This design comes from an exercise in tuning for small area on the open sky130 flow, not from production work.
In this exercise RTL edits were held to simulation tests only and were not proved equivalent to the original.
In every run shown here, the design's own scripts or RTL, not TritonCTS, make the clock network.
The flow treats the clock pin as an ideal source. Dropping or thinning the clock tree relies on that and would not hold on a real chip.
Power is estimated from default activity; no workload was simulated.

<file path="design/flow/design.v">
module FFT (input wire [3:0] x_in0, input wire [3:0] x_in1, input wire [3:0] x_in2, input wire [3:0] x_in3,
            input wire [3:0] x_in4, input wire [3:0] x_in5, input wire [3:0] x_in6, input wire [3:0] x_in7,
            input wire Clock, input wire Reset,
            output wire [6:0] X_out0, output wire [11:0] X_out1, output wire [11:0] X_out2, output wire [17:0] X_out3,
            output wire [9:0] X_out4, output wire [15:0] X_out5, output wire [15:0] X_out6, output wire [21:0] X_out7);
  reg [3:0] a, b, c, d, e, f, g, h;
  always @(posedge Clock or negedge Reset)
    if (!Reset) begin
      a <= 4'd0; b <= 4'd0; c <= 4'd0; d <= 4'd0; e <= 4'd0; f <= 4'd0; g <= 4'd0; h <= 4'd0;
    end else begin
      a <= x_in0; b <= x_in4; c <= x_in2; d <= x_in6; e <= x_in1; f <= x_in5; g <= x_in3; h <= x_in7;
    end
  wire n153467; x2 un153467 (.a(a[0]), .b(b[0]), .y(n153467));
  wire n153468; nd2 un153468 (.a(a[0]), .b(b[0]), .y(n153468));
  wire n153469; x2 un153469 (.a(a[1]), .b(b[1]), .y(n153469));
  wire n153470, n153471; ng un153470 (.a(a[1]), .b(b[1]), .gn(n153470), .tn(n153471));
  wire n153472; xn2 un153472 (.a(n153469), .b(n153468), .y(n153472));
  wire n153473; oai un153473 (.a(n153471), .b(n153468), .c(n153470), .y(n153473));
  wire n153474, n153475; ha1 un153474 (.a(a[2]), .b(b[2]), .s(n153474), .co(n153475));
  wire n153476; x2 un153476 (.a(n153474), .b(n153473), .y(n153476));
  wire n153477; aoi un153477 (.a(n153474), .b(n153473), .c(n153475), .y(n153477));
  wire n153478; x2 un153478 (.a(a[3]), .b(b[3]), .y(n153478));
  wire n153479, n153480; ng un153479 (.a(a[3]), .b(b[3]), .gn(n153479), .tn(n153480));
  wire n153481; xn2 un153481 (.a(n153478), .b(n153477), .y(n153481));
  wire n153482; oai un153482 (.a(n153480), .b(n153477), .c(n153479), .y(n153482));
  wire n153563; x2 un153563 (.a(c[0]), .b(d[0]), .y(n153563));
  wire n153564; nd2 un153564 (.a(c[0]), .b(d[0]), .y(n153564));
  wire n153565; x2 un153565 (.a(c[1]), .b(d[1]), .y(n153565));
  wire n153566, n153567; ng un153566 (.a(c[1]), .b(d[1]), .gn(n153566), .tn(n153567));
  wire n153568; xn2 un153568 (.a(n153565), .b(n153564), .y(n153568));
  wire n153569; oai un153569 (.a(n153567), .b(n153564), .c(n153566), .y(n153569));
  wire n153570, n153571; ha1 un153570 (.a(c[2]), .b(d[2]), .s(n153570), .co(n153571));
  wire n153572; x2 un153572 (.a(n153570), .b(n153569), .y(n153572));
  wire n153573; aoi un153573 (.a(n153570), .b(n153569), .c(n153571), .y(n153573));
  wire n153574; x2 un153574 (.a(c[3]), .b(d[3]), .y(n153574));
  wire n153575, n153576; ng un153575 (.a(c[3]), .b(d[3]), .gn(n153575), .tn(n153576));
  wire n153577; xn2 un153577 (.a(n153574), .b(n153573), .y(n153577));
  wire n153578; oai un153578 (.a(n153576), .b(n153573), .c(n153575), .y(n153578));
  wire n153659; x2 un153659 (.a(e[0]), .b(f[0]), .y(n153659));
  wire n153660; nd2 un153660 (.a(e[0]), .b(f[0]), .y(n153660));
  wire n153661; x2 un153661 (.a(e[1]), .b(f[1]), .y(n153661));
  wire n153662, n153663; ng un153662 (.a(e[1]), .b(f[1]), .gn(n153662), .tn(n153663));
  wire n153664; xn2 un153664 (.a(n153661), .b(n153660), .y(n153664));
  wire n153665; oai un153665 (.a(n153663), .b(n153660), .c(n153662), .y(n153665));
  wire n153666, n153667; ha1 un153666 (.a(e[2]), .b(f[2]), .s(n153666), .co(n153667));
  wire n153668; x2 un153668 (.a(n153666), .b(n153665), .y(n153668));
  wire n153669; aoi un153669 (.a(n153666), .b(n153665), .c(n153667), .y(n153669));
  wire n153670; x2 un153670 (.a(e[3]), .b(f[3]), .y(n153670));
  wire n153671, n153672; ng un153671 (.a(e[3]), .b(f[3]), .gn(n153671), .tn(n153672));
  wire n153673; xn2 un153673 (.a(n153670), .b(n153669), .y(n153673));
  wire n153674; oai un153674 (.a(n153672), .b(n153669), .c(n153671), .y(n153674));
  wire n153755; x2 un153755 (.a(g[0]), .b(h[0]), .y(n153755));
  wire n153756; nd2 un153756 (.a(g[0]), .b(h[0]), .y(n153756));
  wire n153757; x2 un153757 (.a(g[1]), .b(h[1]), .y(n153757));
  wire n153758, n153759; ng un153758 (.a(g[1]), .b(h[1]), .gn(n153758), .tn(n153759));
  wire n153760; xn2 un153760 (.a(n153757), .b(n153756), .y(n153760));
  wire n153761; oai un153761 (.a(n153759), .b(n153756), .c(n153758), .y(n153761));
  wire n153762, n153763; ha1 un153762 (.a(g[2]), .b(h[2]), .s(n153762), .co(n153763));
  wire n153764; x2 un153764 (.a(n153762), .b(n153761), .y(n153764));
  wire n153765; aoi un153765 (.a(n153762), .b(n153761), .c(n153763), .y(n153765));
  wire n153766; x2 un153766 (.a(g[3]), .b(h[3]), .y(n153766));
  wire n153767, n153768; ng un153767 (.a(g[3]), .b(h[3]), .gn(n153767), .tn(n153768));
  wire n153769; xn2 un153769 (.a(n153766), .b(n153765), .y(n153769));
  wire n153770; oai un153770 (.a(n153768), .b(n153765), .c(n153767), .y(n153770));
  wire n154051, n154052; fa1 un154051 (.a(n153467), .b(n153563), .ci(n153659), .s(n154051), .co(n154052));
  wire n154053, n154054; fa1 un154053 (.a(n153472), .b(n153568), .ci(n153664), .s(n154053), .co(n154054));
  wire n154055, n154056; fa1 un154055 (.a(n153476), .b(n153572), .ci(n153668), .s(n154055), .co(n154056));
  wire n154057, n154058; fa1 un154057 (.a(n153481), .b(n153577), .ci(n153673), .s(n154057), .co(n154058));
  wire n154059, n154060; fa1 un154059 (.a(n153482), .b(n153578), .ci(n153674), .s(n154059), .co(n154060));
  wire n154061, n154062; ha1 un154061 (.a(n153760), .b(n154052), .s(n154061), .co(n154062));
  wire n154063, n154064; fa1 un154063 (.a(n153764), .b(n154054), .ci(n154055), .s(n154063), .co(n154064));
  wire n154065, n154066; fa1 un154065 (.a(n153769), .b(n154056), .ci(n154057), .s(n154065), .co(n154066));
  wire n154067, n154068; fa1 un154067 (.a(n153770), .b(n154058), .ci(n154059), .s(n154067), .co(n154068));
  wire n154069, n154070; ha1 un154069 (.a(n153755), .b(n154051), .s(n154069), .co(n154070));
  wire n154071, n154072; fa1 un154071 (.a(n154053), .b(n154061), .ci(n154070), .s(n154071), .co(n154072));
  wire n154073, n154074; fa1 un154073 (.a(n154062), .b(n154063), .ci(n154072), .s(n154073), .co(n154074));
  wire n154075, n154076; fa1 un154075 (.a(n154064), .b(n154065), .ci(n154074), .s(n154075), .co(n154076));
  wire n154077, n154078; ha1 un154077 (.a(n154066), .b(n154067), .s(n154077), .co(n154078));
  wire n154079; x2 un154079 (.a(n154077), .b(n154076), .y(n154079));
  wire n154080; aoi un154080 (.a(n154077), .b(n154076), .c(n154078), .y(n154080));
  wire n154081; x2 un154081 (.a(n154060), .b(n154068), .y(n154081));
  wire n154082, n154083; ng un154082 (.a(n154060), .b(n154068), .gn(n154082), .tn(n154083));
  wire n154084; xn2 un154084 (.a(n154081), .b(n154080), .y(n154084));
  wire n154085; oai un154085 (.a(n154083), .b(n154080), .c(n154082), .y(n154085));
  wire n154750, n154751; fa1 un154750 (.a(n153659), .b(n153755), .ci(n153482), .s(n154750), .co(n154751));
  wire n154752, n154753; ha1 un154752 (.a(n153664), .b(n153760), .s(n154752), .co(n154753));
  wire n154754, n154755; ha1 un154754 (.a(n153668), .b(n153764), .s(n154754), .co(n154755));
  wire n154756, n154757; ha1 un154756 (.a(n153673), .b(n153769), .s(n154756), .co(n154757));
  wire n154758, n154759; ha1 un154758 (.a(n153674), .b(n153770), .s(n154758), .co(n154759));
  wire n154760, n154761; ha1 un154760 (.a(n153467), .b(n153563), .s(n154760), .co(n154761));
  wire n154762, n154763; fa1 un154762 (.a(n153472), .b(n153568), .ci(n154761), .s(n154762), .co(n154763));
  wire n154764, n154765; fa1 un154764 (.a(n153476), .b(n153572), .ci(n154763), .s(n154764), .co(n154765));
  wire n154766, n154767; ha1 un154766 (.a(n153481), .b(n153577), .s(n154766), .co(n154767));
  wire n154768; x2 un154768 (.a(n154766), .b(n154765), .y(n154768));
  wire n154769; aoi un154769 (.a(n154766), .b(n154765), .c(n154767), .y(n154769));
  wire n154770; x2 un154770 (.a(n153578), .b(n154750), .y(n154770));
  wire n154771, n154772; ng un154771 (.a(n153578), .b(n154750), .gn(n154771), .tn(n154772));
  wire n154773; xn2 un154773 (.a(n154770), .b(n154769), .y(n154773));
  wire n154774; oai un154774 (.a(n154772), .b(n154769), .c(n154771), .y(n154774));
  wire n154775, n154776; ha1 un154775 (.a(n154752), .b(n154751), .s(n154775), .co(n154776));
  wire n154777; x2 un154777 (.a(n154775), .b(n154774), .y(n154777));
  wire n154778; aoi un154778 (.a(n154775), .b(n154774), .c(n154776), .y(n154778));
  wire n154779; x2 un154779 (.a(n154753), .b(n154754), .y(n154779));
  wire n154780, n154781; ng un154780 (.a(n154753), .b(n154754), .gn(n154780), .tn(n154781));
  wire n154782; xn2 un154782 (.a(n154779), .b(n154778), .y(n154782));
  wire n154783; oai un154783 (.a(n154781), .b(n154778), .c(n154780), .y(n154783));
  wire n154784, n154785; fa1 un154784 (.a(n154755), .b(n154756), .ci(n154783), .s(n154784), .co(n154785));
  wire n154786, n154787; ha1 un154786 (.a(n154757), .b(n154758), .s(n154786), .co(n154787));
  wire n154788; x2 un154788 (.a(n154786), .b(n154785), .y(n154788));
  wire n154789; aoi un154789 (.a(n154786), .b(n154785), .c(n154787), .y(n154789));
  wire n154790; xn2 un154790 (.a(n154759), .b(n154789), .y(n154790));
  wire n155561, n155562; fa1 un155561 (.a(n153563), .b(n153668), .ci(n153482), .s(n155561), .co(n155562));
  wire n155563, n155564; fa1 un155563 (.a(n153568), .b(n153673), .ci(n155562), .s(n155563), .co(n155564));
  wire n155565, n155566; fa1 un155565 (.a(n153755), .b(n153572), .ci(n153674), .s(n155565), .co(n155566));
  wire n155567, n155568; fa1 un155567 (.a(n153760), .b(n153577), .ci(n155566), .s(n155567), .co(n155568));
  wire n155569, n155570; fa1 un155569 (.a(n153764), .b(n153578), .ci(n155568), .s(n155569), .co(n155570));
  wire n155571, n155572; ha1 un155571 (.a(n153659), .b(n153476), .s(n155571), .co(n155572));
  wire n155573, n155574; fa1 un155573 (.a(n153664), .b(n153481), .ci(n155572), .s(n155573), .co(n155574));
  wire n155575, n155576; ha1 un155575 (.a(n155561), .b(n155574), .s(n155575), .co(n155576));
  wire n155577; x2 un155577 (.a(n155563), .b(n155576), .y(n155577));
  wire n155578; nd2 un155578 (.a(n155563), .b(n155576), .y(n155578));
  wire n155579; x2 un155579 (.a(n155565), .b(n155564), .y(n155579));
  wire n155580, n155581; ng un155580 (.a(n155565), .b(n155564), .gn(n155580), .tn(n155581));
  wire n155582; xn2 un155582 (.a(n155579), .b(n155578), .y(n155582));
  wire n155583; oai un155583 (.a(n155581), .b(n155578), .c(n155580), .y(n155583));
  wire n155584, n155585; ha1 un155584 (.a(n155567), .b(n155583), .s(n155584), .co(n155585));
  wire n155586; x2 un155586 (.a(n155569), .b(n155585), .y(n155586));
  wire n155587; nd2 un155587 (.a(n155569), .b(n155585), .y(n155587));
  wire n155588; x2 un155588 (.a(n153769), .b(n155570), .y(n155588));
  wire n155589, n155590; ng un155589 (.a(n153769), .b(n155570), .gn(n155589), .tn(n155590));
  wire n155591; xn2 un155591 (.a(n155588), .b(n155587), .y(n155591));
  wire n155592; oai un155592 (.a(n155590), .b(n155587), .c(n155589), .y(n155592));
  wire n155593, n155594; ha1 un155593 (.a(n153770), .b(n155592), .s(n155593), .co(n155594));
  wire n157019; x2 un157019 (.a(n153563), .b(n153482), .y(n157019));
  wire n157020; nd2 un157020 (.a(n153563), .b(n153482), .y(n157020));
  wire n157021; iv un157021 (.a(n153568), .y(n157021));
  wire n157022; xn2 un157022 (.a(n153568), .b(n157020), .y(n157022));
  wire n157023; nr2 un157023 (.a(n157021), .b(n157020), .y(n157023));
  wire n157024, n157025; ha1 un157024 (.a(n153659), .b(n153572), .s(n157024), .co(n157025));
  wire n157026; x2 un157026 (.a(n157024), .b(n157023), .y(n157026));
  wire n157027; aoi un157027 (.a(n157024), .b(n157023), .c(n157025), .y(n157027));
  wire n157028; x2 un157028 (.a(n153664), .b(n153577), .y(n157028));
  wire n157029, n157030; ng un157029 (.a(n153664), .b(n153577), .gn(n157029), .tn(n157030));
  wire n157031; xn2 un157031 (.a(n157028), .b(n157027), .y(n157031));
  wire n157032; oai un157032 (.a(n157030), .b(n157027), .c(n157029), .y(n157032));
  wire n157033, n157034; fa1 un157033 (.a(n153668), .b(n153578), .ci(n157032), .s(n157033), .co(n157034));
  wire n157035; x2 un157035 (.a(n153673), .b(n157034), .y(n157035));
  wire n157036; nd2 un157036 (.a(n153673), .b(n157034), .y(n157036));
  wire n157037; x2 un157037 (.a(n153755), .b(n153674), .y(n157037));
  wire n157038, n157039; ng un157038 (.a(n153755), .b(n153674), .gn(n157038), .tn(n157039));
  wire n157040; xn2 un157040 (.a(n157037), .b(n157036), .y(n157040));
  wire n157041; oai un157041 (.a(n157039), .b(n157036), .c(n157038), .y(n157041));
  wire n157042, n157043; ha1 un157042 (.a(n153760), .b(n157041), .s(n157042), .co(n157043));
  wire n157044, n157045; ha1 un157044 (.a(n153764), .b(n157043), .s(n157044), .co(n157045));
  wire n157046; x2 un157046 (.a(n153769), .b(n157045), .y(n157046));
  wire n157047; nd2 un157047 (.a(n153769), .b(n157045), .y(n157047));
  wire n157048; iv un157048 (.a(n153770), .y(n157048));
  wire n157049; xn2 un157049 (.a(n153770), .b(n157047), .y(n157049));
  wire n157050; nr2 un157050 (.a(n157048), .b(n157047), .y(n157050));
  wire n157365; x2 un157365 (.a(a[2]), .b(c[0]), .y(n157365));
  wire n157366; nd2 un157366 (.a(a[2]), .b(c[0]), .y(n157366));
  wire n157367; x2 un157367 (.a(a[3]), .b(c[1]), .y(n157367));
  wire n157368, n157369; ng un157368 (.a(a[3]), .b(c[1]), .gn(n157368), .tn(n157369));
  wire n157370; xn2 un157370 (.a(n157367), .b(n157366), .y(n157370));
  wire n157371; oai un157371 (.a(n157369), .b(n157366), .c(n157368), .y(n157371));
  wire n157372, n157373; ha1 un157372 (.a(b[0]), .b(c[2]), .s(n157372), .co(n157373));
  wire n157374; x2 un157374 (.a(n157372), .b(n157371), .y(n157374));
  wire n157375; aoi un157375 (.a(n157372), .b(n157371), .c(n157373), .y(n157375));
  wire n157376; x2 un157376 (.a(b[1]), .b(c[3]), .y(n157376));
  wire n157377, n157378; ng un157377 (.a(b[1]), .b(c[3]), .gn(n157377), .tn(n157378));
  wire n157379; xn2 un157379 (.a(n157376), .b(n157375), .y(n157379));
  wire n157380; oai un157380 (.a(n157378), .b(n157375), .c(n157377), .y(n157380));
  wire n157381, n157382; ha1 un157381 (.a(b[2]), .b(d[0]), .s(n157381), .co(n157382));
  wire n157383; x2 un157383 (.a(n157381), .b(n157380), .y(n157383));
  wire n157384; aoi un157384 (.a(n157381), .b(n157380), .c(n157382), .y(n157384));
  wire n157385; x2 un157385 (.a(b[3]), .b(d[1]), .y(n157385));
  wire n157386, n157387; ng un157386 (.a(b[3]), .b(d[1]), .gn(n157386), .tn(n157387));
  wire n157388; xn2 un157388 (.a(n157385), .b(n157384), .y(n157388));
  wire n157389; oai un157389 (.a(n157387), .b(n157384), .c(n157386), .y(n157389));
  wire n157390; x2 un157390 (.a(d[2]), .b(n157389), .y(n157390));
  wire n157391; nd2 un157391 (.a(d[2]), .b(n157389), .y(n157391));
  wire n157392; iv un157392 (.a(d[3]), .y(n157392));
  wire n157393; xn2 un157393 (.a(d[3]), .b(n157391), .y(n157393));
  wire n157394; nr2 un157394 (.a(n157392), .b(n157391), .y(n157394));
  wire n157709; x2 un157709 (.a(e[2]), .b(g[0]), .y(n157709));
  wire n157710; nd2 un157710 (.a(e[2]), .b(g[0]), .y(n157710));
  wire n157711; x2 un157711 (.a(e[3]), .b(g[1]), .y(n157711));
  wire n157712, n157713; ng un157712 (.a(e[3]), .b(g[1]), .gn(n157712), .tn(n157713));
  wire n157714; xn2 un157714 (.a(n157711), .b(n157710), .y(n157714));
  wire n157715; oai un157715 (.a(n157713), .b(n157710), .c(n157712), .y(n157715));
  wire n157716, n157717; ha1 un157716 (.a(f[0]), .b(g[2]), .s(n157716), .co(n157717));
  wire n157718; x2 un157718 (.a(n157716), .b(n157715), .y(n157718));
  wire n157719; aoi un157719 (.a(n157716), .b(n157715), .c(n157717), .y(n157719));
  wire n157720; x2 un157720 (.a(f[1]), .b(g[3]), .y(n157720));
  wire n157721, n157722; ng un157721 (.a(f[1]), .b(g[3]), .gn(n157721), .tn(n157722));
  wire n157723; xn2 un157723 (.a(n157720), .b(n157719), .y(n157723));
  wire n157724; oai un157724 (.a(n157722), .b(n157719), .c(n157721), .y(n157724));
  wire n157725, n157726; ha1 un157725 (.a(f[2]), .b(h[0]), .s(n157725), .co(n157726));
  wire n157727; x2 un157727 (.a(n157725), .b(n157724), .y(n157727));
  wire n157728; aoi un157728 (.a(n157725), .b(n157724), .c(n157726), .y(n157728));
  wire n157729; x2 un157729 (.a(f[3]), .b(h[1]), .y(n157729));
  wire n157730, n157731; ng un157730 (.a(f[3]), .b(h[1]), .gn(n157730), .tn(n157731));
  wire n157732; xn2 un157732 (.a(n157729), .b(n157728), .y(n157732));
  wire n157733; oai un157733 (.a(n157731), .b(n157728), .c(n157730), .y(n157733));
  wire n157734; x2 un157734 (.a(h[2]), .b(n157733), .y(n157734));
  wire n157735; nd2 un157735 (.a(h[2]), .b(n157733), .y(n157735));
  wire n157736; iv un157736 (.a(h[3]), .y(n157736));
  wire n157737; xn2 un157737 (.a(h[3]), .b(n157735), .y(n157737));
  wire n157738; nr2 un157738 (.a(n157736), .b(n157735), .y(n157738));
  wire n159093, n159094; ha1 un159093 (.a(a[1]), .b(e[0]), .s(n159093), .co(n159094));
  wire n159095, n159096; fa1 un159095 (.a(e[1]), .b(n157365), .ci(n159094), .s(n159095), .co(n159096));
  wire n159097, n159098; fa1 un159097 (.a(n157709), .b(n157370), .ci(n159096), .s(n159097), .co(n159098));
  wire n159099, n159100; ha1 un159099 (.a(n157714), .b(n157374), .s(n159099), .co(n159100));
  wire n159101; x2 un159101 (.a(n159099), .b(n159098), .y(n159101));
  wire n159102; aoi un159102 (.a(n159099), .b(n159098), .c(n159100), .y(n159102));
  wire n159103; x2 un159103 (.a(n157718), .b(n157379), .y(n159103));
  wire n159104, n159105; ng un159104 (.a(n157718), .b(n157379), .gn(n159104), .tn(n159105));
  wire n159106; xn2 un159106 (.a(n159103), .b(n159102), .y(n159106));
  wire n159107; oai un159107 (.a(n159105), .b(n159102), .c(n159104), .y(n159107));
  wire n159108, n159109; ha1 un159108 (.a(n157723), .b(n157383), .s(n159108), .co(n159109));
  wire n159110; x2 un159110 (.a(n159108), .b(n159107), .y(n159110));
  wire n159111; aoi un159111 (.a(n159108), .b(n159107), .c(n159109), .y(n159111));
  wire n159112; x2 un159112 (.a(n157727), .b(n157388), .y(n159112));
  wire n159113, n159114; ng un159113 (.a(n157727), .b(n157388), .gn(n159113), .tn(n159114));
  wire n159115; xn2 un159115 (.a(n159112), .b(n159111), .y(n159115));
  wire n159116; oai un159116 (.a(n159114), .b(n159111), .c(n159113), .y(n159116));
  wire n159117, n159118; fa1 un159117 (.a(n157732), .b(n157390), .ci(n159116), .s(n159117), .co(n159118));
  wire n159119, n159120; fa1 un159119 (.a(n157734), .b(n157393), .ci(n159118), .s(n159119), .co(n159120));
  wire n159121, n159122; ha1 un159121 (.a(n157394), .b(n157737), .s(n159121), .co(n159122));
  wire n159123; x2 un159123 (.a(n159121), .b(n159120), .y(n159123));
  wire n159124; aoi un159124 (.a(n159121), .b(n159120), .c(n159122), .y(n159124));
  wire n159125; xn2 un159125 (.a(n157738), .b(n159124), .y(n159125));
  wire n159882, n159883; ha1 un159882 (.a(e[0]), .b(n157379), .s(n159882), .co(n159883));
  wire n159884, n159885; fa1 un159884 (.a(e[1]), .b(n157383), .ci(n159883), .s(n159884), .co(n159885));
  wire n159886, n159887; ha1 un159886 (.a(n157709), .b(n157388), .s(n159886), .co(n159887));
  wire n159888; x2 un159888 (.a(n159886), .b(n159885), .y(n159888));
  wire n159889; aoi un159889 (.a(n159886), .b(n159885), .c(n159887), .y(n159889));
  wire n159890; x2 un159890 (.a(n157714), .b(n157390), .y(n159890));
  wire n159891, n159892; ng un159891 (.a(n157714), .b(n157390), .gn(n159891), .tn(n159892));
  wire n159893; xn2 un159893 (.a(n159890), .b(n159889), .y(n159893));
  wire n159894; oai un159894 (.a(n159892), .b(n159889), .c(n159891), .y(n159894));
  wire n159895, n159896; ha1 un159895 (.a(n157718), .b(n157393), .s(n159895), .co(n159896));
  wire n159897; x2 un159897 (.a(n159895), .b(n159894), .y(n159897));
  wire n159898; aoi un159898 (.a(n159895), .b(n159894), .c(n159896), .y(n159898));
  wire n159899; x2 un159899 (.a(n157723), .b(n157394), .y(n159899));
  wire n159900, n159901; ng un159900 (.a(n157723), .b(n157394), .gn(n159900), .tn(n159901));
  wire n159902; xn2 un159902 (.a(n159899), .b(n159898), .y(n159902));
  wire n159903; oai un159903 (.a(n159901), .b(n159898), .c(n159900), .y(n159903));
  wire n159904, n159905; ha1 un159904 (.a(n157727), .b(n159903), .s(n159904), .co(n159905));
  wire n159906; x2 un159906 (.a(n157732), .b(n159905), .y(n159906));
  wire n159907; nd2 un159907 (.a(n157732), .b(n159905), .y(n159907));
  wire n159908; iv un159908 (.a(n157734), .y(n159908));
  wire n159909; xn2 un159909 (.a(n157734), .b(n159907), .y(n159909));
  wire n159910; nr2 un159910 (.a(n159908), .b(n159907), .y(n159910));
  wire n159911; x2 un159911 (.a(n157737), .b(n159910), .y(n159911));
  wire n159912; nd2 un159912 (.a(n157737), .b(n159910), .y(n159912));
  wire n159913; xn2 un159913 (.a(n157738), .b(n159912), .y(n159913));
  wire n162962, n162963; fa1 un162962 (.a(b[2]), .b(c[0]), .ci(e[3]), .s(n162962), .co(n162963));
  wire n162964, n162965; fa1 un162964 (.a(b[3]), .b(c[1]), .ci(f[0]), .s(n162964), .co(n162965));
  wire n162966, n162967; fa1 un162966 (.a(c[2]), .b(f[1]), .ci(n162965), .s(n162966), .co(n162967));
  wire n162968, n162969; fa1 un162968 (.a(c[3]), .b(f[2]), .ci(g[0]), .s(n162968), .co(n162969));
  wire n162970, n162971; fa1 un162970 (.a(d[0]), .b(f[3]), .ci(g[1]), .s(n162970), .co(n162971));
  wire n162972, n162973; fa1 un162972 (.a(d[1]), .b(g[2]), .ci(n162971), .s(n162972), .co(n162973));
  wire n162974, n162975; fa1 un162974 (.a(d[2]), .b(g[3]), .ci(n162973), .s(n162974), .co(n162975));
  wire n162976, n162977; fa1 un162976 (.a(d[3]), .b(h[0]), .ci(n162975), .s(n162976), .co(n162977));
  wire n162978, n162979; ha1 un162978 (.a(a[3]), .b(e[0]), .s(n162978), .co(n162979));
  wire n162980, n162981; fa1 un162980 (.a(b[0]), .b(e[1]), .ci(n162979), .s(n162980), .co(n162981));
  wire n162982, n162983; fa1 un162982 (.a(b[1]), .b(e[2]), .ci(n162981), .s(n162982), .co(n162983));
  wire n162984; x2 un162984 (.a(n162962), .b(n162983), .y(n162984));
  wire n162985; nd2 un162985 (.a(n162962), .b(n162983), .y(n162985));
  wire n162986; x2 un162986 (.a(n162963), .b(n162964), .y(n162986));
  wire n162987, n162988; ng un162987 (.a(n162963), .b(n162964), .gn(n162987), .tn(n162988));
  wire n162989; xn2 un162989 (.a(n162986), .b(n162985), .y(n162989));
  wire n162990; oai un162990 (.a(n162988), .b(n162985), .c(n162987), .y(n162990));
  wire n162991; x2 un162991 (.a(n162966), .b(n162990), .y(n162991));
  wire n162992; nd2 un162992 (.a(n162966), .b(n162990), .y(n162992));
  wire n162993; x2 un162993 (.a(n162968), .b(n162967), .y(n162993));
  wire n162994, n162995; ng un162994 (.a(n162968), .b(n162967), .gn(n162994), .tn(n162995));
  wire n162996; xn2 un162996 (.a(n162993), .b(n162992), .y(n162996));
  wire n162997; oai un162997 (.a(n162995), .b(n162992), .c(n162994), .y(n162997));
  wire n162998, n162999; fa1 un162998 (.a(n162969), .b(n162970), .ci(n162997), .s(n162998), .co(n162999));
  wire n163000; x2 un163000 (.a(n162972), .b(n162999), .y(n163000));
  wire n163001; nd2 un163001 (.a(n162972), .b(n162999), .y(n163001));
  wire n163002; iv un163002 (.a(n162974), .y(n163002));
  wire n163003; xn2 un163003 (.a(n162974), .b(n163001), .y(n163003));
  wire n163004; nr2 un163004 (.a(n163002), .b(n163001), .y(n163004));
  wire n163005; x2 un163005 (.a(n162976), .b(n163004), .y(n163005));
  wire n163006; nd2 un163006 (.a(n162976), .b(n163004), .y(n163006));
  wire n163007; x2 un163007 (.a(h[1]), .b(n162977), .y(n163007));
  wire n163008, n163009; ng un163008 (.a(h[1]), .b(n162977), .gn(n163008), .tn(n163009));
  wire n163010; xn2 un163010 (.a(n163007), .b(n163006), .y(n163010));
  wire n163011; oai un163011 (.a(n163009), .b(n163006), .c(n163008), .y(n163011));
  wire n163012, n163013; ha1 un163012 (.a(h[2]), .b(n163011), .s(n163012), .co(n163013));
  wire n163014; x2 un163014 (.a(h[3]), .b(n163013), .y(n163014));
  wire n163015; nd2 un163015 (.a(h[3]), .b(n163013), .y(n163015));
  wire n163016; iv un163016 (.a(n163015), .y(n163016));
  wire n164390, n164391; ha1 un164390 (.a(b[3]), .b(c[1]), .s(n164390), .co(n164391));
  wire n164392, n164393; ha1 un164392 (.a(c[2]), .b(e[1]), .s(n164392), .co(n164393));
  wire n164394, n164395; ha1 un164394 (.a(c[3]), .b(e[2]), .s(n164394), .co(n164395));
  wire n164396, n164397; ha1 un164396 (.a(d[0]), .b(e[3]), .s(n164396), .co(n164397));
  wire n164398, n164399; ha1 un164398 (.a(d[1]), .b(f[0]), .s(n164398), .co(n164399));
  wire n164400, n164401; ha1 un164400 (.a(d[2]), .b(f[1]), .s(n164400), .co(n164401));
  wire n164402, n164403; fa1 un164402 (.a(d[3]), .b(f[2]), .ci(g[0]), .s(n164402), .co(n164403));
  wire n164404, n164405; ha1 un164404 (.a(f[3]), .b(g[1]), .s(n164404), .co(n164405));
  wire n164406, n164407; ha1 un164406 (.a(b[2]), .b(c[0]), .s(n164406), .co(n164407));
  wire n164408, n164409; fa1 un164408 (.a(e[0]), .b(n164390), .ci(n164407), .s(n164408), .co(n164409));
  wire n164410, n164411; ha1 un164410 (.a(n164391), .b(n164392), .s(n164410), .co(n164411));
  wire n164412; x2 un164412 (.a(n164410), .b(n164409), .y(n164412));
  wire n164413; aoi un164413 (.a(n164410), .b(n164409), .c(n164411), .y(n164413));
  wire n164414; x2 un164414 (.a(n164393), .b(n164394), .y(n164414));
  wire n164415, n164416; ng un164415 (.a(n164393), .b(n164394), .gn(n164415), .tn(n164416));
  wire n164417; xn2 un164417 (.a(n164414), .b(n164413), .y(n164417));
  wire n164418; oai un164418 (.a(n164416), .b(n164413), .c(n164415), .y(n164418));
  wire n164419, n164420; fa1 un164419 (.a(n164395), .b(n164396), .ci(n164418), .s(n164419), .co(n164420));
  wire n164421, n164422; ha1 un164421 (.a(n164397), .b(n164398), .s(n164421), .co(n164422));
  wire n164423; x2 un164423 (.a(n164421), .b(n164420), .y(n164423));
  wire n164424; aoi un164424 (.a(n164421), .b(n164420), .c(n164422), .y(n164424));
  wire n164425; x2 un164425 (.a(n164399), .b(n164400), .y(n164425));
  wire n164426, n164427; ng un164426 (.a(n164399), .b(n164400), .gn(n164426), .tn(n164427));
  wire n164428; xn2 un164428 (.a(n164425), .b(n164424), .y(n164428));
  wire n164429; oai un164429 (.a(n164427), .b(n164424), .c(n164426), .y(n164429));
  wire n164430, n164431; ha1 un164430 (.a(n164401), .b(n164402), .s(n164430), .co(n164431));
  wire n164432; x2 un164432 (.a(n164430), .b(n164429), .y(n164432));
  wire n164433; aoi un164433 (.a(n164430), .b(n164429), .c(n164431), .y(n164433));
  wire n164434; x2 un164434 (.a(n164404), .b(n164403), .y(n164434));
  wire n164435, n164436; ng un164435 (.a(n164404), .b(n164403), .gn(n164435), .tn(n164436));
  wire n164437; xn2 un164437 (.a(n164434), .b(n164433), .y(n164437));
  wire n164438; oai un164438 (.a(n164436), .b(n164433), .c(n164435), .y(n164438));
  wire n164439, n164440; ha1 un164439 (.a(g[2]), .b(n164405), .s(n164439), .co(n164440));
  wire n164441; x2 un164441 (.a(n164439), .b(n164438), .y(n164441));
  wire n164442; aoi un164442 (.a(n164439), .b(n164438), .c(n164440), .y(n164442));
  wire n164443; iv un164443 (.a(g[3]), .y(n164443));
  wire n164444; xn2 un164444 (.a(g[3]), .b(n164442), .y(n164444));
  wire n164445; nr2 un164445 (.a(n164443), .b(n164442), .y(n164445));
  wire n164446; x2 un164446 (.a(h[0]), .b(n164445), .y(n164446));
  wire n164447; nd2 un164447 (.a(h[0]), .b(n164445), .y(n164447));
  wire n164448; iv un164448 (.a(h[1]), .y(n164448));
  wire n164449; xn2 un164449 (.a(h[1]), .b(n164447), .y(n164449));
  wire n164450; nr2 un164450 (.a(n164448), .b(n164447), .y(n164450));
  wire n164451; x2 un164451 (.a(h[2]), .b(n164450), .y(n164451));
  wire n164452; nd2 un164452 (.a(h[2]), .b(n164450), .y(n164452));
  wire n164453; iv un164453 (.a(h[3]), .y(n164453));
  wire n164454; xn2 un164454 (.a(h[3]), .b(n164452), .y(n164454));
  wire n164455; nr2 un164455 (.a(n164453), .b(n164452), .y(n164455));
  assign X_out0 = {n154085, n154084, n154079, n154075, n154073, n154071, n154069};
  assign X_out1 = {n159125, n159123, n159119, n159117, n159115, n159110, n159106, n159101, n159097, n159095, n159093, a[0]};
  assign X_out2 = {n155594, n155593, n155591, n155586, n155584, n155582, n155577, n155575, n155573, n155571, n153472, n153467};
  assign X_out3 = {n163016, n163014, n163012, n163010, n163005, n163003, n163000, n162998, n162996, n162991, n162989, n162984, n162982, n162980, n162978, a[2], a[1], a[0]};
  assign X_out4 = {n154790, n154788, n154784, n154782, n154777, n154773, n154768, n154764, n154762, n154760};
  assign X_out5 = {n159913, n159911, n159909, n159906, n159904, n159902, n159897, n159893, n159888, n159884, n159882, n157374, n157370, n157365, a[1], a[0]};
  assign X_out6 = {n157050, n157049, n157046, n157044, n157042, n157040, n157035, n157033, n157031, n157026, n157022, n157019, n153481, n153476, n153472, n153467};
  assign X_out7 = {n164455, n164454, n164451, n164449, n164446, n164444, n164441, n164437, n164432, n164428, n164423, n164419, n164417, n164412, n164408, n164406, b[1], b[0], a[3], a[2], a[1], a[0]};
endmodule
module fa1 (input wire a, input wire b, input wire ci, output wire s, output wire co);
  assign s = a ^ b ^ ci;
  assign co = (a & b) | (a & ci) | (b & ci);
endmodule
module ha1 (input wire a, input wire b, output wire s, output wire co);
  assign s = a ^ b;
  assign co = a & b;
endmodule
module x2 (input wire a, input wire b, output wire y);
  assign y = a ^ b;
endmodule
module xn2 (input wire a, input wire b, output wire y);
  assign y = ~(a ^ b);
endmodule
module nd2 (input wire a, input wire b, output wire y);
  assign y = ~(a & b);
endmodule
module nr2 (input wire a, input wire b, output wire y);
  assign y = ~(a | b);
endmodule
module iv (input wire a, output wire y);
  assign y = ~a;
endmodule
module ng (input wire a, input wire b, output wire gn, output wire tn);
  assign gn = ~(a & b);
  assign tn = ~(a | b);
endmodule
module aoi (input wire a, input wire b, input wire c, output wire y);
  assign y = ~((a & b) | c);
endmodule
module oai (input wire a, input wire b, input wire c, output wire y);
  assign y = ~((a | b) & c);
endmodule
</file>
<file path="design/flow/flow/run.sh">
#!/bin/bash
# The standard layout, with: the smallest buffer on every input and output port (the standard
# flow picks a 10 um2 delay buffer for them); the synthesized gates at their smallest drive
# strength before floorplanning (repair sizes them up where needed); a one-level clock tree of
# two buffers (flow/onebuf.tcl).
set -euo pipefail
export BUFFER_PORTS_ARGS="-buffer_cell sky130_fd_sc_hd__buf_1"
export PRE_CTS_TCL="$PWD/flow/onebuf.tcl"
R=orfs/results/sky130hd/FFT/base
bash standard.sh synth > standard_synth.log 2>&1
DOWNSIZE_ODB=$R/1_synth.odb openroad -no_init -exit flow/downsize.tcl > downsize.log 2>&1
touch $R/1_synth.sdc
bash standard.sh > standard.log 2>&1
</file>
<file path="design/flow/flow/downsize.tcl">
set odb $::env(DOWNSIZE_ODB)
read_db $odb
set db [ord::get_db]
set block [ord::get_db_block]
set down 0
set up 0
foreach inst [$block getInsts] {
  set name [[$inst getMaster] getName]
  if {[regexp {^(sky130_fd_sc_hd__(a21oi|o21ai|nand2|nor2|xor2|xnor2|inv))_([0-9]+)$} $name -> base kind size] && $size > 1} {
    set m [$db findMaster ${base}_1]
    if {$m ne "NULL" && $m ne ""} { $inst swapMaster $m; incr down }
    continue
  }
  if {[regexp {^(sky130_fd_sc_hd__(dfrtp))_1$} $name -> base kind]} {
    set loads 0
    foreach it [$inst getITerms] {
      if {[$it isOutputSignal]} {
        set net [$it getNet]
        if {$net ne "NULL" && $net ne ""} { set loads [expr {max($loads, [llength [$net getITerms]] - 1)}] }
      }
    }
    if {$loads >= 4} { $inst swapMaster [$db findMaster ${base}_2]; incr up }
  }
}
puts "downsized $down cells, upsized $up drivers"
write_db $odb
</file>
<file path="design/flow/flow/onebuf.tcl">
# Sourced before CTS (PRE_CTS_TCL). With only 32 flip-flops, two clkbuf_8 can drive every clock
# pin, so the clock tree is one level: the clock port drives two buffers, each driving the clock
# pins of one half of the flip-flops (split by x) from the centre of that half (detailed
# placement legalizes them). This replaces TritonCTS's root-plus-four-leaves tree.
proc clock_tree_synthesis { args } {
  set db [ord::get_db]
  set block [ord::get_db_block]
  set port_net [$block findNet Clock]
  set master [$db findMaster sky130_fd_sc_hd__clkbuf_8]
  $port_net setSigType CLOCK
  set sinks {}
  foreach it [$port_net getITerms] {
    set box [[$it getInst] getBBox]
    lappend sinks [list [expr {([$box xMin] + [$box xMax]) / 2}] [expr {([$box yMin] + [$box yMax]) / 2}] $it]
  }
  set sinks [lsort -integer -index 0 $sinks]
  set half [expr {[llength $sinks] / 2}]
  set groups [list [lrange $sinks 0 [expr {$half - 1}]] [lrange $sinks $half end]]
  set k 0
  foreach grp $groups {
    set buf [odb::dbInst_create $block $master clkbuf_${k}_Clock]
    set net [odb::dbNet_create $block clknet_${k}_Clock]
    $net setSigType CLOCK
    set sx 0; set sy 0
    foreach s $grp {
      lassign $s x y it
      $it disconnect
      $it connect $net
      incr sx $x; incr sy $y
    }
    [$buf findITerm A] connect $port_net
    [$buf findITerm X] connect $net
    $buf setLocation [expr {$sx / [llength $grp]}] [expr {$sy / [llength $grp]}]
    $buf setPlacementStatus PLACED
    puts "clock buffer $k drives [llength $grp] clock pins"
    incr k
  }
  set_propagated_clock [all_clocks]
}
</file>
<file path="design/flow/standard.sh">
#!/bin/bash
# synth_recipe.tcl (not shown) runs the flow's synth.tcl, then flattens the netlist and writes it again
# the make line also repeats each setting of config.mk as NAME=value (left out here)
make -C /OpenROAD-flow-scripts/flow DESIGN_CONFIG=/design/flow/config.mk WORK_HOME=/design/flow/orfs CLKGATE_MAP_FILE= SYNTH_SCRIPT=/design/flow/synth_recipe.tcl "${@:-finish}"
</file>
<file path="design/flow/config.mk">
export PLATFORM = sky130hd
export DESIGN_NAME = FFT
export DESIGN_NICKNAME = FFT
export VERILOG_FILES = /design/flow/design.v
export SDC_FILE = /design/flow/constraint.sdc
export NUM_CORES = 4
export LEC_CHECK = 0
export CAP_MARGIN = 20
export CORE_MARGIN = 2
export CORE_UTILIZATION = 40
export CTS_BUF_LIST = sky130_fd_sc_hd__clkbuf_8
export CTS_CLUSTER_DIAMETER = 200
export CTS_CLUSTER_SIZE = 40
export SLEW_MARGIN = 20
export SYNTH_HIERARCHICAL = 1
</file>
<file path="design/flow/constraint.sdc">
create_clock -name core_clock -period 5.0 [get_ports {Clock}]
set_input_delay 1.0000 -clock core_clock [delete_from_list [all_inputs] [get_ports {Clock}]]
set_output_delay 1.0000 -clock core_clock [all_outputs]
set_load 0.01 [all_outputs]
</file>
==> flow_metrics.env, run 1 <==
export IMPL_io_pins=147
export IMPL_dp_hpwl_um=9680
export IMPL_dieArea_sq_um=12800
export IMPL_cts_hold_buf=0
export IMPL_fp_dieW_um=113
export IMPL_hold_viol=0
export IMPL_syn_inst=504
export IMPL_synth_distinct_cells=11
export IMPL_period_minus_slack_ps=4830
export IMPL_diodes=0
export IMPL_clkTransAtPathRegs_ps=110
export IMPL_grt_first_pass_wirelength_um=18200
export IMPL_seq_power_share_pct=16.7
export IMPL_drc=0
export IMPL_synth_top_cell_area_share_pct=17.1
export IMPL_p_int_w=0.000881
export IMPL_synth_area_top_cells="fa_1 (17%), buf_4 (17%), dfrtp_1 (17%)"
export IMPL_grt_usage_pct=17.3
export IMPL_crit_path_end_kind="primary output"
export IMPL_cp_arrival_ps=3830
export IMPL_first_global_vias=3682
export IMPL_total_power_w=0.00186
export IMPL_placed_cells=695
export IMPL_status="timing/DRC/antenna clean"
export IMPL_core_sq_um=11500
export IMPL_synth_largest_area_cell="fa_1"
export IMPL_syn_area_sq_um=4770
export IMPL_drtIter0Drc=125
export IMPL_path_max_fanout=8
export IMPL_power_density_nw_per_um2=382
export IMPL_cap_viol_max_count=0
export IMPL_place_congestion=0.897
export IMPL_yosys_stat_area_sq_um=4810
export IMPL_p_sw_share_pct=52.5
export IMPL_detail_route_antenna_nets=0
export IMPL_finalNetCount=679
export IMPL_crit_required_ps=4000
export IMPL_drive_gt1_share_pct=10.5
export IMPL_slew_violations=0
export IMPL_startpoint_type="flip-flop"
export IMPL_final_util_pct=42.1
export IMPL_initial_core_util_pct=41.4
export IMPL_max_slew_margin_pct=44.8
export IMPL_ys_flop_type="dfrtp_1"
export IMPL_die_height_um=113
export IMPL_finalSetupViolCount=0
export IMPL_overflow=0
export IMPL_synthToLayoutAreaGrowth_pct=1.84
export IMPL_ys_ff_latch=32
export IMPL_yosys_cell_count_top_type="buf_4"
export IMPL_fin_crit_sh_pct=96.6
export IMPL_synthTopCellsByCount="buf_4 (109), xor2_1 (75), nand2_1 (53)"
export IMPL_synth_nets=627
export IMPL_vdd_drop_max_mv=0.160
export IMPL_wl_um=11200
export IMPL_worst_pin_slew_ps=828
export IMPL_p_sw_w=0.000975
export IMPL_io_buffers=146
export IMPL_grt_max_degree=33
export IMPL_viasPerCell=4.78
export IMPL_design_area_sq_um=4850
export IMPL_worst_hold_path_type="primary input to asynchronous set/reset pin"
export IMPL_drt_pass1_iter_count=17
export IMPL_synth_edf_count=0
export IMPL_p_clk_share_pct=6.0
export IMPL_avgRoutedWirePerCell_um=16.0
export IMPL_avgSynthCellArea_sq_um=9.46
export IMPL_antenna_found_initial=0
export IMPL_fmax_mhz=207
export IMPL_ys_seq_area_share_pct=16.7
export IMPL_vias=3335
export IMPL_rsz0062_at_grt="false"
export IMPL_path_class="flip-flop to primary output"
export IMPL_tns_ps=0
export IMPL_p_comb_share_pct=77.3
export IMPL_p_leak_nw=2.06
export IMPL_yosysWarnings=7
export IMPL_row_count=39
export IMPL_layout_cells_non_filler=697
export IMPL_async_reset_ff_share_pct=100
export IMPL_placed_area_sq_um=4760
## Yosys stat by module (local to each module, per instance), a selection
module	flip-flops and latches	cells	times used	area (sq um)
x2	0	1	75	8.76
oai	0	1	31	5.00
nr2	0	1	9	3.75
nd2	0	1	22	3.75
xn2	0	1	43	8.76
ng	0	2	31	7.51
fa1	0	1	41	20.0
FFT	32	141	1	1620
aoi	0	1	22	8.76
## layout make-up
class                           instances  area (sq um)
Buffer                                  2          27.5
Fill cell                            1160          6660
Inverter                               10          37.5
Multi-Input combinational cell        353          3140
Sequential cell                        32           841
Tap cell                              143           179
Timing Repair Buffer                  157           632
## critical path: stages, from the launching register on
cell     delay (ps)
dfrtp_2         500
xor2_1          190
xnor2_1         490
ha_1            350
a21oi_1         250
o21ai_1         210
a21oi_1         270
o21ai_1         130
fa_1            390
fa_1            410
a21oi_1         170
xnor2_1         130
buf_1           160
## path summary, 6_finish.rpt
path / startpoint / endpoint / slack (ps) / depth (start not counted)
setup / recovery: g[1] / X_out1[11] / 170 / 12
hold / removal: Reset / g[3] / 900 / 1
max in group asynchronous: Reset / b[1] / 3510 / 1
min in group core_clock: x_in0[2] / a[2] / 920 / 1
## kinds of logic after synthesis
family / count (synthesis) / share of synthesized area, %
xor+xnor: 118 / 21.5
fa+ha+maj: 89 / 29.6
buf+inv: 119 / 17.8
compound gates: 53 / 7.23
flops: 32 / 16.7
simple gates: 93 / 7.26
## per-layer routing
| layer | share of wire (%) | wire (um) | global-route usage, % | vias to the layer above |
|---|---|---|---|---|
| li1 | - | - | - | 1606 |
| met1 | 43 | 4750 | 22.5 | 1605 |
| met2 | 50 | 5610 | 31.6 | 106 |
| met3 | 4.6 | 514 | 1.29 | 18 |
| met4 | 2.7 | 303 | 3.74 | 0 |
| met5 | 0 | 0 | 0 | - |
## sequential cells by signal (all words and copies together) (netlist names)
name  count
a         4
b         4
h         4
d         4
g         4
e         4
c         4
f         4
## power by group through the flow
stage / clock network (W) / registers, W / logic, W
6_report: 0.000111 / 0.000310 / 0.00143
5_1_grt: 0.000126 / 0.000314 / 0.00159
4_1_cts: 0.000116 / 0.000310 / 0.00144
3_5_place_dp: 0 / 0.000316 / 0.00144
3_3_place_gp: 0 / 0.000314 / 0.00141
2_1_floorplan: 0 / 0.000305 / 0.00147
## placed cells by master (no fill, tap or decap)
cell and count:
buf_1 145, xor2_1 73, nand2_1 53, ha_1 48
fa_1 41, nor2_1 40, xnor2_1 39, dfrtp_2 32
o21ai_1 29, a21oi_1 18, buf_4 11, inv_1 10
xnor2_2 4, a21oi_2 4, o21ai_2 2, xor2_2 2
clkbuf_8 2, clkbuf_2 1
## timing repair
| action | CTS | global route |
|---|---|---|
| setup buffers | 0 | 0 |
| gates resized for setup | 0 | 12 |
| setup endpoints to repair | 0 | 9 |
## through the flow
step	setup WS (ps)	hold slack (ps)
floorplan	647	704
global placement	418	1100
detailed placement	331	1100
CTS	126	917
global route	21.0	909
finish	168	901
==> inputs of run 2 (changes only) <==
--- a/design/flow/flow/downsize.tcl
+++ b/design/flow/flow/downsize.tcl
@@ -13,3 +13,3 @@
   }
-  if {[regexp {^(sky130_fd_sc_hd__(dfrtp))_1$} $name -> base kind]} {
+  if {[regexp {^(sky130_fd_sc_hd__(dfrtp|ha|fa))_1$} $name -> base kind]} {
     set loads 0
==> run 2 against run 1 <==
  * Total power did not move
  * Worst hold slack unchanged
  * First-iteration DRC count unchanged
  * Clock power about the same
  * Fmax stayed put
  * Sequential cell count stayed put
  * Critical endpoint unchanged
  * Highest routed layer unchanged
==> flow_metrics.env, run 2 <==
export IMPL_synth_edf_count=0
export IMPL_yosys_cell_count_top_type="buf_4"
export IMPL_cp_arrival_ps=3830
export IMPL_antenna_found_initial=0
export IMPL_rsz0062_at_grt="false"
export IMPL_synth_distinct_cells=11
export IMPL_yosysWarnings=7
export IMPL_finalSetupViolCount=0
export IMPL_max_slew_margin_pct=44.8
export IMPL_layout_setup_ws_ps=168
export IMPL_synth_area_top_cells="fa_1 (17%), buf_4 (17%), dfrtp_1 (17%)"
export IMPL_grt_first_pass_wirelength_um=18200
export IMPL_finalNetCount=679
export IMPL_critPathBufInv=1
export IMPL_worst_pin_slew_ps=828
export IMPL_fmax_mhz=207
export IMPL_syn_inst=504
export IMPL_vias=3335
export IMPL_drtIter0Drc=125
export IMPL_diodes=0
export IMPL_drt_pass1_iter_count=17
export IMPL_cap_viol_max_count=0
export IMPL_slew_violations=0
export IMPL_vdd_drop_max_mv=0.160
export IMPL_p_leak_nw=2.06
export IMPL_status="timing/DRC/antenna clean"
export IMPL_overflow=0
export IMPL_fp_dieW_um=113
export IMPL_synth_nets=627
export IMPL_cp_cell_sequence="xor2_1 > xnor2_1 > ha_1 > a21oi_1 > o21ai_1 > a21oi_1 > o21ai_1 > fa_1 > fa_1 > a21oi_1 > xnor2_1 > buf_1"
export IMPL_post_place_ws_ps=331
export IMPL_crit_path_frequent_cell="a21oi_1"
export IMPL_power_density_nw_per_um2=382
export IMPL_dieArea_sq_um=12800
export IMPL_final_common_cell="buf_1"
export IMPL_avgSynthCellArea_sq_um=9.46
export IMPL_max_stage_delay_ps=500
export IMPL_async_reset_ff_share_pct=100
export IMPL_wl_um=11200
export IMPL_grt_max_degree=33
export IMPL_ys_flop_type="dfrtp_1"
export IMPL_viasPerCell=4.78
export IMPL_synth_largest_area_cell="fa_1"
export IMPL_core_sq_um=11500
export IMPL_detail_route_antenna_nets=0
export IMPL_io_pins=147
export IMPL_synthToLayoutAreaGrowth_pct=1.84
export IMPL_grt_usage_pct=17.3
export IMPL_clkTransAtPathRegs_ps=110
export IMPL_first_global_vias=3682
export IMPL_place_congestion=0.897
export IMPL_cts_hold_buf=0
export IMPL_path_max_fanout=8
export IMPL_worst_hold_path_type="primary input to asynchronous set/reset pin"
export IMPL_hold_viol=0
export IMPL_crit_family="adder cells"
export IMPL_ys_seq_area_share_pct=16.7
export IMPL_yosys_stat_area_sq_um=4810
export IMPL_hold_ws_ps=901
export IMPL_drive_gt1_share_pct=10.5
export IMPL_io_buffers=146
export IMPL_ys_ff_latch=32
export IMPL_post_cts_buffers=0
export IMPL_path_class="flip-flop to primary output"
export IMPL_drc=0
export IMPL_synthTopCellsByCount="buf_4 (109), xor2_1 (75), nand2_1 (53)"
export IMPL_initial_core_util_pct=41.4
export IMPL_syn_area_sq_um=4770
export IMPL_dp_hpwl_um=9680
export IMPL_tns_ps=0
export IMPL_crit_required_ps=4000
export IMPL_period_minus_slack_ps=4830
export IMPL_die_height_um=113
export IMPL_crit_path_end_kind="primary output"
export IMPL_startpoint_type="flip-flop"
export IMPL_synth_top_cell_area_share_pct=17.1
export IMPL_row_count=39
export IMPL_avgRoutedWirePerCell_um=16.0
export IMPL_timing_critical_path_slowest_stage_cell="dfrtp_2"
export IMPL_final_cell_mix="buf_1 (145), xor2_1 (73), nand2_1 (53)"
export IMPL_fin_crit_sh_pct=96.6
run 2: cell counts in the layout (fill, tap and decap cells not counted):
Identical to the previous run, type by type.
run 2: report_power, final:
group | switching, W | leakage (nW) | internal, W | total [W]
logic | 0.000865 | 1.71 | 0.000569 | 0.00143
registers | 0.0000358 | 0.341 | 0.000274 | 0.000310
clock network | 0.0000737 | 0.0144 | 0.0000374 | 0.000111
run 2: layout make-up:
| type | count | area [sq um] |
|---|---|---|
| Multi-Input combinational cell | 353 | 3140 |
| Fill cell | 1160 | 6660 |
| Buffer | 2 | 27.5 |
| Tap cell | 143 | 179 |
| Sequential cell | 32 | 841 |
| Inverter | 10 | 37.5 |
| Timing Repair Buffer | 157 | 632 |
run 2: path summary, 6_finish.rpt:
kind | startpoint | end | slack (ps) | depth (start not counted)
max in group asynchronous | Reset | b[1] | 3510 | 1
min in group core_clock | x_in0[2] | a[2] | 920 | 1
min | Reset | g[3] | 900 | 1
max | g[1] | X_out1[11] | 170 | 12
run 2: layer usage:
metal	vias to the layer above	part of all wire [%]	global-route usage, %
met5	-	0	0
met4	0	2.7	3.74
met3	18	4.6	1.29
met2	106	50	31.6
met1	1605	43	22.5
li1	1606	-	-
run 2: per-module statistics from Yosys (local to each module, per instance):
| module | flip-flops and latches | cells | area, sq um |
|---|---|---|---|
| x2 | 0 | 1 | 8.76 |
| oai | 0 | 1 | 5.00 |
| iv | 0 | 1 | 3.75 |
| FFT | 32 | 141 | 1620 |
| ha1 | 0 | 1 | 12.5 |
| xn2 | 0 | 1 | 8.76 |
| ng | 0 | 2 | 7.51 |
| aoi | 0 | 1 | 8.76 |
| fa1 | 0 | 1 | 20.0 |
| nr2 | 0 | 1 | 3.75 |
| nd2 | 0 | 1 | 3.75 |
run 2: what timing repair did:
| item | in CTS | in global routing |
|---|---|---|
| endpoints found under the hold margin | 0 | 0 |
| gates resized for setup | 0 | 12 |
| setup endpoints to repair | 0 | 9 |
run 2: stage by stage:
step           cells  total power [W]  util [%]  instance area, sq um
2_1_floorplan    504          0.00177         -                  4770
3_3_place_gp     695          0.00173      41.3                  4760
3_5_place_dp     695          0.00175      41.3                  4760
4_1_cts          697          0.00187      41.6                  4790
5_1_grt          697          0.00204      42.1                  4850
6_report         697          0.00186      42.1                  4850
run 2: logic make-up after synthesis:
family          Yosys count  share of synthesized area [%]
buf+inv                 119                           17.8
xor+xnor                118                           21.5
simple gates             93                           7.26
fa+ha+maj                89                           29.6
compound gates           53                           7.23
flops                    32                           16.7
==> inputs of run 3 (changes only) <==
==> design/flow/flow/run.sh (replaced) <==
#!/bin/bash
# The standard layout, with the smallest buffer on every input and output port (the standard
# flow picks a 10 um2 delay buffer for them) and a one-level clock tree of two buffers (flow/onebuf.tcl).
set -euo pipefail
export BUFFER_PORTS_ARGS="-buffer_cell sky130_fd_sc_hd__buf_1"
export PRE_CTS_TCL="$PWD/flow/onebuf.tcl"
bash standard.sh > standard.log 2>&1
removed: design/flow/flow/downsize.tcl
==> run 3 against run 2 <==
  * Sequential cell count is the same
  * Final area grew 0.90%
  * Largest power group unchanged
  * Critical path depth shrank 2
  * Via count shrank 3.7%
==> flow_metrics.env, run 3 <==
export IMPL_status="timing/DRC/antenna clean"
export IMPL_ys_ff_latch=32
export IMPL_final_common_cell="buf_1"
export IMPL_grt_usage_pct=16.7
export IMPL_synth_largest_area_cell="fa_1"
export IMPL_fin_crit_sh_pct=95.3
export IMPL_async_reset_ff_share_pct=100
export IMPL_period_minus_slack_ps=4760
export IMPL_cap_viol_max_count=0
export IMPL_finalSetupViolCount=0
export IMPL_clkTransAtPathRegs_ps=100
export IMPL_dp_hpwl_um=9380
export IMPL_path_max_fanout=5
export IMPL_vdd_drop_max_mv=0.199
export IMPL_yosysWarnings=7
export IMPL_max_slew_margin_pct=46.4
export IMPL_row_count=40
export IMPL_slew_violations=0
export IMPL_final_cell_mix="buf_1 (145), xor2_1 (72), nand2_1 (53)"
export IMPL_crit_path_end_kind="primary output"
export IMPL_io_pins=147
export IMPL_finalNetCount=682
export IMPL_synth_distinct_cells=11
export IMPL_met1Wirelength_um=4860
export IMPL_drtIter0Drc=95
export IMPL_multi_input_area_sq_um=3190
export IMPL_synth_edf_count=0
export IMPL_cts_hold_buf=0
export IMPL_synth_nets=627
export IMPL_synth_top_cell_area_share_pct=17.1
export IMPL_ys_flop_type="dfrtp_1"
export IMPL_avgSynthCellArea_sq_um=9.54
export IMPL_synthTopCellsByCount="buf_4 (109), xor2_1 (75), nand2_1 (53)"
export IMPL_grt_first_pass_wirelength_um=17100
export IMPL_drive_gt1_share_pct=8.08
export IMPL_grt_max_degree=33
export IMPL_design_area_sq_um=4900
export IMPL_synth_area_top_cells="fa_1 (17%), buf_4 (17%), dfrtp_1 (17%)"
export IMPL_ys_seq_area_share_pct=16.7
export IMPL_fillers=1203
export IMPL_cp_arrival_ps=3760
export IMPL_dr_max_layer_used="met4"
export IMPL_syn_inst=504
export IMPL_synthToLayoutAreaGrowth_pct=1.85
export IMPL_drc=0
export IMPL_viasPerCell=4.56
export IMPL_worst_hold_path_type="primary input to asynchronous set/reset pin"
export IMPL_drt_pass1_iter_count=4
export IMPL_wl_met3_um=444
export IMPL_first_global_vias=3321
export IMPL_hold_ws_ps=907
export IMPL_p_leak_nw=2.11
export IMPL_place_congestion=0.897
export IMPL_diodes=0
export IMPL_post_cts_buffers=0
export IMPL_worst_pin_slew_ps=798
export IMPL_overflow=0
export IMPL_crit_required_ps=4000
export IMPL_cts_resized=0
export IMPL_placed_area_sq_um=4830
export IMPL_yosys_cell_count_top_type="buf_4"
export IMPL_avgRoutedWirePerCell_um=15.1
export IMPL_syn_area_sq_um=4810
export IMPL_path_class="flip-flop to primary output"
export IMPL_antenna_found_initial=0
export IMPL_detail_route_antenna_nets=0
export IMPL_total_power_w=0.00186
export IMPL_regArea_sq_um=801
export IMPL_core_sq_um=11900
export IMPL_dieArea_sq_um=12900
export IMPL_io_buffers=146
export IMPL_die_height_um=114
export IMPL_wl_um=10600
export IMPL_fp_dieW_um=114
export IMPL_dr_wl_met2_um=5230
export IMPL_initial_core_util_pct=40.5
export IMPL_startpoint_type="flip-flop"
export IMPL_fmax_mhz=210
export IMPL_power_density_nw_per_um2=379
export IMPL_vias=3213
export IMPL_hold_viol=0
-- run 3: cell counts after synthesis --
Identical to the previous run, type by type.
-- run 3: cells by family after synthesis --
kind of cell	synth area share [%]
xor gates and xnor gates	21.5
and+or+nand+nor	7.26
buffers and inverters	17.8
AOI/OAI and AO/OA	7.23
DFF	16.7
adders and majority gates	29.6
-- run 3: report_power, final --
part           internal, W  switching [W]
Combinational     0.000583       0.000866
Sequential        0.000272      0.0000311
Clock            0.0000372      0.0000683
Total             0.000892       0.000966
-- run 3: area by class of cell --
type,instances,share of cell area (%)
multi-input cells,353,65.2
repair buffers,160,13.4
plain buffers,2,0.562
flip-flops and latches,32,16.4
well taps,147,3.76
inverters,10,0.766
-- run 3: through the flow --
step / setup TNS [ps] / worst slack (ps) / cells / util [%]
after floorplan: 0 / 623 / 504 / -
after global placement: 0 / 360 / 702 / 40.7
after detailed placement: 0 / 261 / 702 / 40.7
after CTS: 0 / 65.5 / 704 / 40.9
after global routing: -7.77 / -7.77 / 704 / 41.3
final: 0 / 236 / 704 / 41.3
-- run 3: critical path, stage by stage, from the launching register on --
cell	delay, ps
dfrtp_1	490
nand2_1	140
o21ai_1	310
xor2_2	360
fa_1	500
fa_1	460
fa_1	420
fa_1	430
a21oi_2	180
xnor2_1	130
buf_1	160
-- run 3: metal layers --
| layer | global-route usage, % | vias up |
|---|---|---|
| met5 | 0 | - |
| met4 | 1.30 | 0 |
| li1 | - | 1602 |
| met1 | 22.9 | 1520 |
| met2 | 30.1 | 87 |
| met3 | 1.17 | 4 |
-- run 3: worst paths after layout --
kind,startpoint,endpoint,slack (ps),cells past startpoint
max,d[0],X_out0[5],240,10
min,Reset,b[1],910,1
max in group asynchronous,Reset,h[2],3580,1
min in group core_clock,x_in4[0],b[0],930,1
-- run 3: Yosys stat by module, one instance, submodules excluded --
module / cell area (sq um) / cells inside / flip-flops and latches
x2: 8.76 / 1 / 0
oai: 5.00 / 1 / 0
fa1: 20.0 / 1 / 0
nr2: 3.75 / 1 / 0
aoi: 8.76 / 1 / 0
ha1: 12.5 / 1 / 0
iv: 3.75 / 1 / 0
nd2: 3.75 / 1 / 0
xn2: 8.76 / 1 / 0
FFT: 1620 / 141 / 32
ng: 7.51 / 2 / 0

port drivers added, routing unchanged:
How much do the figures lean on ideal ports? The routed layouts below were timed once more, with nothing changed but the port constraints.
Step 1: set_driving_cell puts a clkbuf_16 on Clock and a buf_2 on each other input, an assumption about the parent block.
Step 2 also shifts input and output timing later by t, the mid clock arrival at the registers, as if the neighbouring blocks saw the same clock.
Three values: ideal, step 1, step 2; two values: the first two.
| run | t (ns) | setup WS [ns] | hold slack, ns | worst register clock-pin slew, ns | cell pins on the clock port's net |
|---|---|---|---|---|---|
| run 1 | 0.203 | 0.168 / 0.127 / 0.330 | 0.901 / 0.886 / 1.089 | 0.11 / 0.11 | 2 |
| run 2 | 0.203 | 0.168 / 0.127 / 0.330 | 0.901 / 0.886 / 1.089 | 0.11 / 0.11 | 2 |
| run 3 | 0.194 | 0.236 / 0.200 / 0.394 | 0.907 / 0.892 / 1.086 | 0.10 / 0.10 | 2 |
After both steps setup and hold are still met in every run listed.
